Background: an optimization exercise with open tools, aiming at small area. Do not read the settings as production practice. Only simulation tests tie the RTL to the original design; equivalence was not proved.

==> sierra <==
==> flow/design.v <==
module decryption_regfile (
    input             clk,
    input             rst_n,
    input      [7:0]  addr,
    input             read,
    input             write,
    input      [15:0] wdata,
    output reg [15:0] rdata,
    output reg        done,
    output reg        error,
    output reg [1:0]  select,
    output reg [15:0] caesar_key,
    output reg [15:0] scytale_key,
    output reg [15:0] zigzag_key
);
    wire a_sel = (addr == 8'h00);
    wire a_cae = (addr == 8'h10);
    wire a_scy = (addr == 8'h12);
    wire a_zig = (addr == 8'h14);
    wire a_ok  = a_sel | a_cae | a_scy | a_zig;
    reg acc;    
    reg err;    
    always @(posedge clk or negedge rst_n) begin
        if (!rst_n) begin
            select      <= 2'b00;
            caesar_key  <= 16'h0000;
            scytale_key <= 16'hFFFF;
            zigzag_key  <= 16'h0002;
            rdata       <= 16'h0000;
            done        <= 1'b0;
            error       <= 1'b0;
            acc         <= 1'b0;
            err         <= 1'b0;
        end else begin
            done  <= acc | err;
            if (!acc) error <= err;
            acc <= a_ok & (read | write);
            err <= ~a_ok;
            if (write) begin
                if (a_sel) select      <= wdata[1:0];
                if (a_cae) caesar_key  <= wdata;
                if (a_scy) scytale_key <= wdata;
                if (a_zig) zigzag_key  <= wdata;
            end else if (read & a_ok) begin
                rdata <= ({16{a_sel}} & {14'b0, select})
                       | ({16{a_cae}} & caesar_key)
                       | ({16{a_scy}} & scytale_key)
                       | ({16{a_zig}} & zigzag_key);
            end
        end
    end
endmodule
module decryption_top #(
    parameter addr_witdth = 8,
    parameter reg_width   = 16,
    parameter MST_DWIDTH  = 32,
    parameter SYS_DWIDTH  = 8
)(
    input                       clk_sys,
    input                       rst_n,
    input  [MST_DWIDTH-1:0]     data_i,
    input                       valid_i,
    output reg                  busy,
    output reg [SYS_DWIDTH-1:0] data_o,
    output                      valid_o,
    input  [addr_witdth-1:0]    addr,
    input                       read,
    input                       write,
    input  [reg_width-1:0]      wdata,
    output [reg_width-1:0]      rdata,
    output                      done,
    output                      error
);
    wire [1:0]  select;
    wire [15:0] caesar_key, scytale_key, zigzag_key;
    decryption_regfile r (
        .clk(clk_sys), .rst_n(rst_n), .addr(addr), .read(read), .write(write),
        .wdata(wdata), .rdata(rdata), .done(done), .error(error), .select(select),
        .caesar_key(caesar_key), .scytale_key(scytale_key), .zigzag_key(zigzag_key));
    assign valid_o = |data_o;
    wire sel_c = (select == 2'd0);
    wire sel_s = (select == 2'd1);
    wire sel_z = (select == 2'd2);
    reg [7:0]  st [0:48];
    reg        act;         
    reg        rx;          
    reg [5:0]  n;           
    reg [5:0]  k;           
    reg [5:0]  z;           
    wire       k_neg = k[5] & k[4] & k[3] & k[2];
    wire       n_ge5 = ~((n[5:3] == 3'b000) & (n[2:0] != 3'd0) & (n[2:0] <= 3'd4));
    wire [5:0] t     = k;
    wire       wr   = valid_i & (~act | (n[1:0] == 2'b00));
    wire       wr_l = wr & (~act | ~(n[5] & n[4]) | sel_c);
    integer s;
    always @(posedge clk_sys) begin
        for (s = 4; s < 49; s = s + 1) st[s] <= st[s-1];
        st[3] <= wr   ? data_i[31:24] : st[2];
        st[2] <= wr_l ? data_i[23:16] : st[1];
        st[1] <= wr_l ? data_i[15:8]  : st[0];
        st[0] <= wr_l ? data_i[7:0]   : st[48];
    end
    wire       z3   = zigzag_key[0];
    wire [5:0] L1   = n - 6'd1;                       
    wire [5:0] h2   = {1'b0, n[5:1]};                 
    wire [5:0] a3   = {2'b00, n[5:2]} + {5'b0, n[1]};  
    wire [5:0] ab3  = L1 - {2'b00, n[5:2]};           
    wire [5:0] zoff = (t[0] | ~z3) ? {1'b0, t[5:1]} : {2'b00, t[5:2]};
    wire [5:0] zbas = t[0] ? (z3 ? a3 : h2) : ((z3 & t[1]) ? ab3 : 6'd0);
    wire [5:0] zidx = zbas + zoff;
    wire [5:0] N    = scytale_key[13:8];
    wire [6:0] s1   = {1'b0, k} + {1'b0, N};
    wire [6:0] s2   = s1 + 7'd2 - {1'b0, n};          
    wire       wrap = ~s2[6] & (s2 != 7'd0);
    wire [5:0] ridx = sel_s ? k : zidx;
    wire [6:0] sd   = {1'b0, z} - {1'b0, ridx};
    wire [5:0] sdm  = sd[6] ? sd[5:0] + 6'd49 : sd[5:0];
    wire [7:0] rbyte = st[sdm];
    wire [7:0] cbyte = st[7] - caesar_key[7:0];
    wire cae_out = act & sel_c & (rx ? n_ge5 : k_neg);
    wire sz_out  = act & ~sel_c & ~rx & ~k_neg & busy;
    always @(posedge clk_sys or negedge rst_n) begin
        if (!rst_n) begin
            act    <= 1'b0;
            rx     <= 1'b0;
            busy   <= 1'b0;
            data_o <= 8'h00;
        end else begin
            data_o <= cae_out ? cbyte : (sz_out ? rbyte : 8'h00);
            if (!act) begin
                if (valid_i) begin
                    act <= 1'b1;
                    rx  <= 1'b1;
                end
            end else begin
                if (rx & ~valid_i) rx <= 1'b0;
                if (sel_c) begin
                    if (~rx & ~k_neg) act <= 1'b0;
                end else if (!rx) begin
                    if (k == 6'd62) busy <= 1'b1;
                    if (!k_neg) begin
                        if (busy) begin
                            if (t == n - 6'd2) busy <= 1'b0;
                        end else begin
                            act <= 1'b0;
                        end
                    end
                end
            end
        end
    end
    always @(posedge clk_sys) begin
        if (!act) begin
            n <= 6'd1;
            k <= 6'd60;
            z <= 6'd3;
        end else begin
            if (valid_i) n <= n + 6'd1;
            if (rx) k <= 6'd60;
            else if (sel_s & ~k_neg) k <= wrap ? s2[5:0] : s1[5:0];
            else k <= k + 6'd1;
            z <= (z == 6'd48) ? 6'd0 : z + 6'd1;
        end
    end
endmodule
==> flow/flow/run.sh <==
#!/bin/bash
# Layout flow: the standard ORFS flow, with two changes.
#  - Synthesis is the standard synthesis (same script, same registers), but the
#    combinational logic is mapped by ABC with an area-oriented script
#    (flow/area.abc) instead of ORFS's speed script.
#  - Port buffers use buf_1 and CTS uses small clock buffers without dummy loads.
# Each tool's output goes to the ORFS logs under orfs/logs; make's own output
# goes to flow_make.log here.
set -euo pipefail
W=$(pwd)

# synthesis core: ORFS synth.tcl with the ABC script swapped
sed -e "s#^\(\s*\)log_cmd abc {\*}\$abc_args#\1set abc_args [lreplace \$abc_args 1 1 $W/flow/area.abc]\n\1log_cmd abc {*}\$abc_args#" \
    "$FLOW_HOME/scripts/synth.tcl" > "$W/flow_synth_core.tcl"
grep -q "flow/area.abc" "$W/flow_synth_core.tcl"
sed -e "s#^source \$::env(SCRIPTS_DIR)/synth.tcl#source $W/flow_synth_core.tcl#" \
    "$W/synth_recipe.tcl" > "$W/flow_synth.tcl"
grep -q "flow_synth_core.tcl" "$W/flow_synth.tcl"

# standard.sh with the synthesis script replaced
sed -e "s#SYNTH_SCRIPT=[^ ]*#SYNTH_SCRIPT=$W/flow_synth.tcl#" "$W/standard.sh" > "$W/flow_standard.sh"
grep -q "flow_synth.tcl" "$W/flow_standard.sh"

export BUFFER_PORTS_ARGS="-buffer_cell sky130_fd_sc_hd__buf_1"
export SYNTH_OPERATIONS_ARGS="-nofsm"
export ADDER_MAP_FILE=""
export CTS_ARGS="-sink_clustering_enable -repair_clock_nets -dont_use_dummy_load -buf_list {sky130_fd_sc_hd__clkbuf_4} -sink_clustering_size 8 -sink_clustering_max_diameter 40"

bash "$W/flow_standard.sh" "${@:-finish}" > "$W/flow_make.log" 2>&1
==> flow/flow/area.abc <==
strash
ifraig
scorr
dc2
strash
dc2
strash
&get -n
&st
&dch -f
&nf -R 1000
&put
==> flow/standard.sh <==
#!/bin/bash
# synth_recipe.tcl (not shown) runs the flow's synth.tcl, then flattens the netlist and writes it again
# the make line also repeats each setting of config.mk as NAME=value (left out here)
make -C /OpenROAD-flow-scripts/flow DESIGN_CONFIG=/design/flow/config.mk WORK_HOME=/design/flow/orfs CLKGATE_MAP_FILE= SYNTH_SCRIPT=/design/flow/synth_recipe.tcl "${@:-finish}"
==> flow/config.mk <==
export PLATFORM = sky130hd
export DESIGN_NAME = decryption_top
export DESIGN_NICKNAME = decryption_top
export VERILOG_FILES = /design/flow/design.v
export SDC_FILE = /design/flow/constraint.sdc
export NUM_CORES = 4
export LEC_CHECK = 0
export CAP_MARGIN = 5
export CORE_MARGIN = 2
export CORE_UTILIZATION = 50
export GPL_TIMING_DRIVEN = 0
export SLEW_MARGIN = 5
==> flow/constraint.sdc <==
create_clock -name core_clock -period 10.0 [get_ports {clk_sys}]
set_input_delay 2.0000 -clock core_clock [delete_from_list [all_inputs] [get_ports {clk_sys}]]
set_output_delay 2.0000 -clock core_clock [all_outputs]
set_load 0.01 [all_outputs]
==> inputs of zinc, as changes to sierra <==
==> flow/design.v, changed modules only <==
module decryption_top #(
    parameter addr_witdth = 8,
    parameter reg_width   = 16,
    parameter MST_DWIDTH  = 32,
    parameter SYS_DWIDTH  = 8
)(
    input                       clk_sys,
    input                       rst_n,
    input  [MST_DWIDTH-1:0]     data_i,
    input                       valid_i,
    output reg                  busy,
    output reg [SYS_DWIDTH-1:0] data_o,
    output                      valid_o,
    input  [addr_witdth-1:0]    addr,
    input                       read,
    input                       write,
    input  [reg_width-1:0]      wdata,
    output [reg_width-1:0]      rdata,
    output                      done,
    output                      error
);
    wire [1:0]  select;
    wire [15:0] caesar_key, scytale_key, zigzag_key;
    decryption_regfile r (
        .clk(clk_sys), .rst_n(rst_n), .addr(addr), .read(read), .write(write),
        .wdata(wdata), .rdata(rdata), .done(done), .error(error), .select(select),
        .caesar_key(caesar_key), .scytale_key(scytale_key), .zigzag_key(zigzag_key));
    assign valid_o = |data_o;
    wire sel_c = (select == 2'd0);
    wire sel_s = (select == 2'd1);
    wire sel_z = (select == 2'd2);
    reg [7:0]  st [0:48];
    reg        act;         
    reg        rx;          
    reg [5:0]  n;           
    reg [5:0]  k;           
    reg [5:0]  ra;          
    reg [5:0]  z;           
    wire       k_neg = k[5] & k[4] & k[3] & k[2];
    wire [5:0] t     = k;
    wire       wr   = valid_i & (~act | (n[1:0] == 2'b00));
    wire       wr_l = wr & (~act | ~(n[5] & n[4]) | sel_c);
    integer s;
    always @(posedge clk_sys) begin
        for (s = 4; s < 49; s = s + 1) st[s] <= st[s-1];
        st[3] <= wr   ? data_i[31:24] : st[2];
        st[2] <= wr_l ? data_i[23:16] : st[1];
        st[1] <= wr_l ? data_i[15:8]  : st[0];
        st[0] <= wr_l ? data_i[7:0]   : st[48];
    end
    wire       z3   = zigzag_key[0];
    wire [5:0] L1   = n - 6'd1;                       
    wire [5:0] h2   = {1'b0, n[5:1]};                 
    wire [5:0] a3   = {2'b00, n[5:2]} + {5'b0, n[1]};  
    wire [5:0] ab3  = L1 - {2'b00, n[5:2]};           
    wire [5:0] zoff = (t[0] | ~z3) ? {1'b0, t[5:1]} : {2'b00, t[5:2]};
    wire [5:0] zbas = t[0] ? (z3 ? a3 : h2) : ((z3 & t[1]) ? ab3 : 6'd0);
    wire [5:0] zidx = zbas + zoff;
    wire [5:0] N    = scytale_key[13:8];
    wire [6:0] s1   = {1'b0, ra} + {1'b0, N};
    wire [6:0] s2   = s1 + 7'd2 - {1'b0, n};          
    wire       wrap = ~s2[6] & (s2 != 7'd0);
    wire [5:0] ridx = sel_s ? ra : zidx;
    wire [6:0] sd   = {1'b0, z} - {1'b0, ridx};
    wire [5:0] sdm  = sd[6] ? sd[5:0] + 6'd49 : sd[5:0];
    wire [5:0] stg  = sel_c ? 6'd7 : sdm;
    wire [7:0] rbyte = st[stg];
    always @(posedge clk_sys or negedge rst_n) begin
        if (!rst_n) begin
            act    <= 1'b0;
            rx     <= 1'b0;
            busy   <= 1'b0;
            data_o <= 8'h00;
        end else if (!act) begin
            if (valid_i) begin
                act <= 1'b1;
                rx  <= 1'b1;
            end
        end else begin
            if (rx & ~valid_i) rx <= 1'b0;
            if (sel_c) begin
                if (~rx & ~k_neg) begin
                    data_o <= 8'h00;
                    act    <= 1'b0;
                end else if (rx ^ k_neg) begin
                    data_o <= rbyte - caesar_key[7:0];
                end
            end else if (!rx) begin
                if (k == 6'd62) busy <= 1'b1;
                if (!k_neg) begin
                    if (busy) begin
                        data_o <= rbyte;
                        if (t == n - 6'd2) busy <= 1'b0;
                    end else begin
                        data_o <= 8'h00;
                        act    <= 1'b0;
                    end
                end
            end
        end
    end
    always @(posedge clk_sys) begin
        if (!act) begin
            n <= 6'd1;
            k <= 6'd60;
            z <= 6'd3;
        end else begin
            if (valid_i) n <= n + 6'd1;
            if (rx & ~valid_i) k <= 6'd60;
            else k <= k + 6'd1;
            z <= (z == 6'd48) ? 6'd0 : z + 6'd1;
        end
        if (k_neg) ra <= 6'd0;
        else if (busy) ra <= wrap ? s2[5:0] : s1[5:0];
    end
endmodule
--- a/flow/flow/run.sh
+++ b/flow/flow/run.sh
@@ -25,5 +25,5 @@
 export SYNTH_OPERATIONS_ARGS="-nofsm"
 export ADDER_MAP_FILE=""
-export CTS_ARGS="-sink_clustering_enable -repair_clock_nets -dont_use_dummy_load -buf_list {sky130_fd_sc_hd__clkbuf_4} -sink_clustering_size 8 -sink_clustering_max_diameter 40"
+export CTS_ARGS="-sink_clustering_enable -repair_clock_nets -dont_use_dummy_load -buf_list {sky130_fd_sc_hd__clkbuf_4 sky130_fd_sc_hd__clkbuf_8}"
 
 bash "$W/flow_standard.sh" "${@:-finish}" > "$W/flow_make.log" 2>&1
==> flow/flow/area.abc (replaced) <==
strash
&get -n
&st
&dch -f
&nf -R 1000
&put
- CAP_MARGIN: 5 -> 20
- CORE_UTILIZATION: 50 -> 40
- GPL_TIMING_DRIVEN: 0 -> unset
- SLEW_MARGIN: 5 -> 20
==> inputs of pepper, as changes to sierra <==
- CAP_MARGIN: 5 -> 20
- SLEW_MARGIN: 5 -> 20
==> summary.txt <==
zinc went through all stages and came out clean. sierra completed, yet does not pass: max-capacitance violations, max-slew violations. pepper ran to the end with no violations.
The lowest design area belongs to sierra, the highest to zinc.
In area after synthesis, pepper and sierra do not differ.
Worst hold slack, highest first: zinc, pepper, sierra.
Of zinc and pepper, pepper has the higher sequential share of layout area (gap 2.1 points).
First-iteration DRC count: pepper > sierra > zinc.
Against zinc, the flip-flop and latch count of sierra is lower by 6.
==> figures <==
| item | zinc | pepper | sierra |
|---|---|---|---|
| Run status | timing/DRC/antenna clean | timing/DRC/antenna clean | complete, but fails checks |
| Layout check failures | - | - | max-capacitance violations, max-slew violations |
| Overall routing resource usage | 19.5% | 29.4% | 29.2% |
| Maximum clock frequency | 0.113 GHz | 0.127 GHz | 0.116 GHz |
| Share of post-route cells with drive strength above 1 | 7.48% | 10.9% | 8.45% |
| Clock buffers created by TritonCTS | 80 | 77 | 75 |
| Max Used Layer | met5 | met4 | met4 |
| Area share of xor/xnor cells in the synthesized design | 4.62% | 4.23% | 4.23% |
| Tapcell Cnt | 525 | 396 | 396 |
| Number of cells on the critical path | 34 | 22 | 25 |
| Seq/total area | 56.6% | 58.7% | 59.2% |
| Register bit total from synthesis | 497 | 491 | 491 |
| Max transition margin | 29.3% | 16.0% | -6.63% |
| Met3 global-route usage | 5.15% | 7.64% | 7.30% |

## what the ideal ports hide
No port has a modelled driver above. Below, the same layouts with a new extraction and two added sets of constraints.
Step 1, drivers: a clkbuf_16 drives clk_sys and a buf_2 each remaining input, both assumed.
Step 2 adds t to the input delays and takes it off the output delays; t is the mean of the earliest and latest rising clock arrival at the registers after step 1. Input paths then give back, and output paths get back, about the clock's delay inside the block.
Three values: ideal ports, drivers, drivers and shift; two values: the first two.
run	t, ns	slack for setup (ns)	latest minus earliest clock arrival (ns)
sierra	0.743	1.414 / 1.414 / 1.414	0.114 / 0.115
zinc	0.643	1.172 / 1.172 / 1.172	0.083 / 0.083
pepper	0.756	2.096 / 2.096 / 2.096	0.130 / 0.130
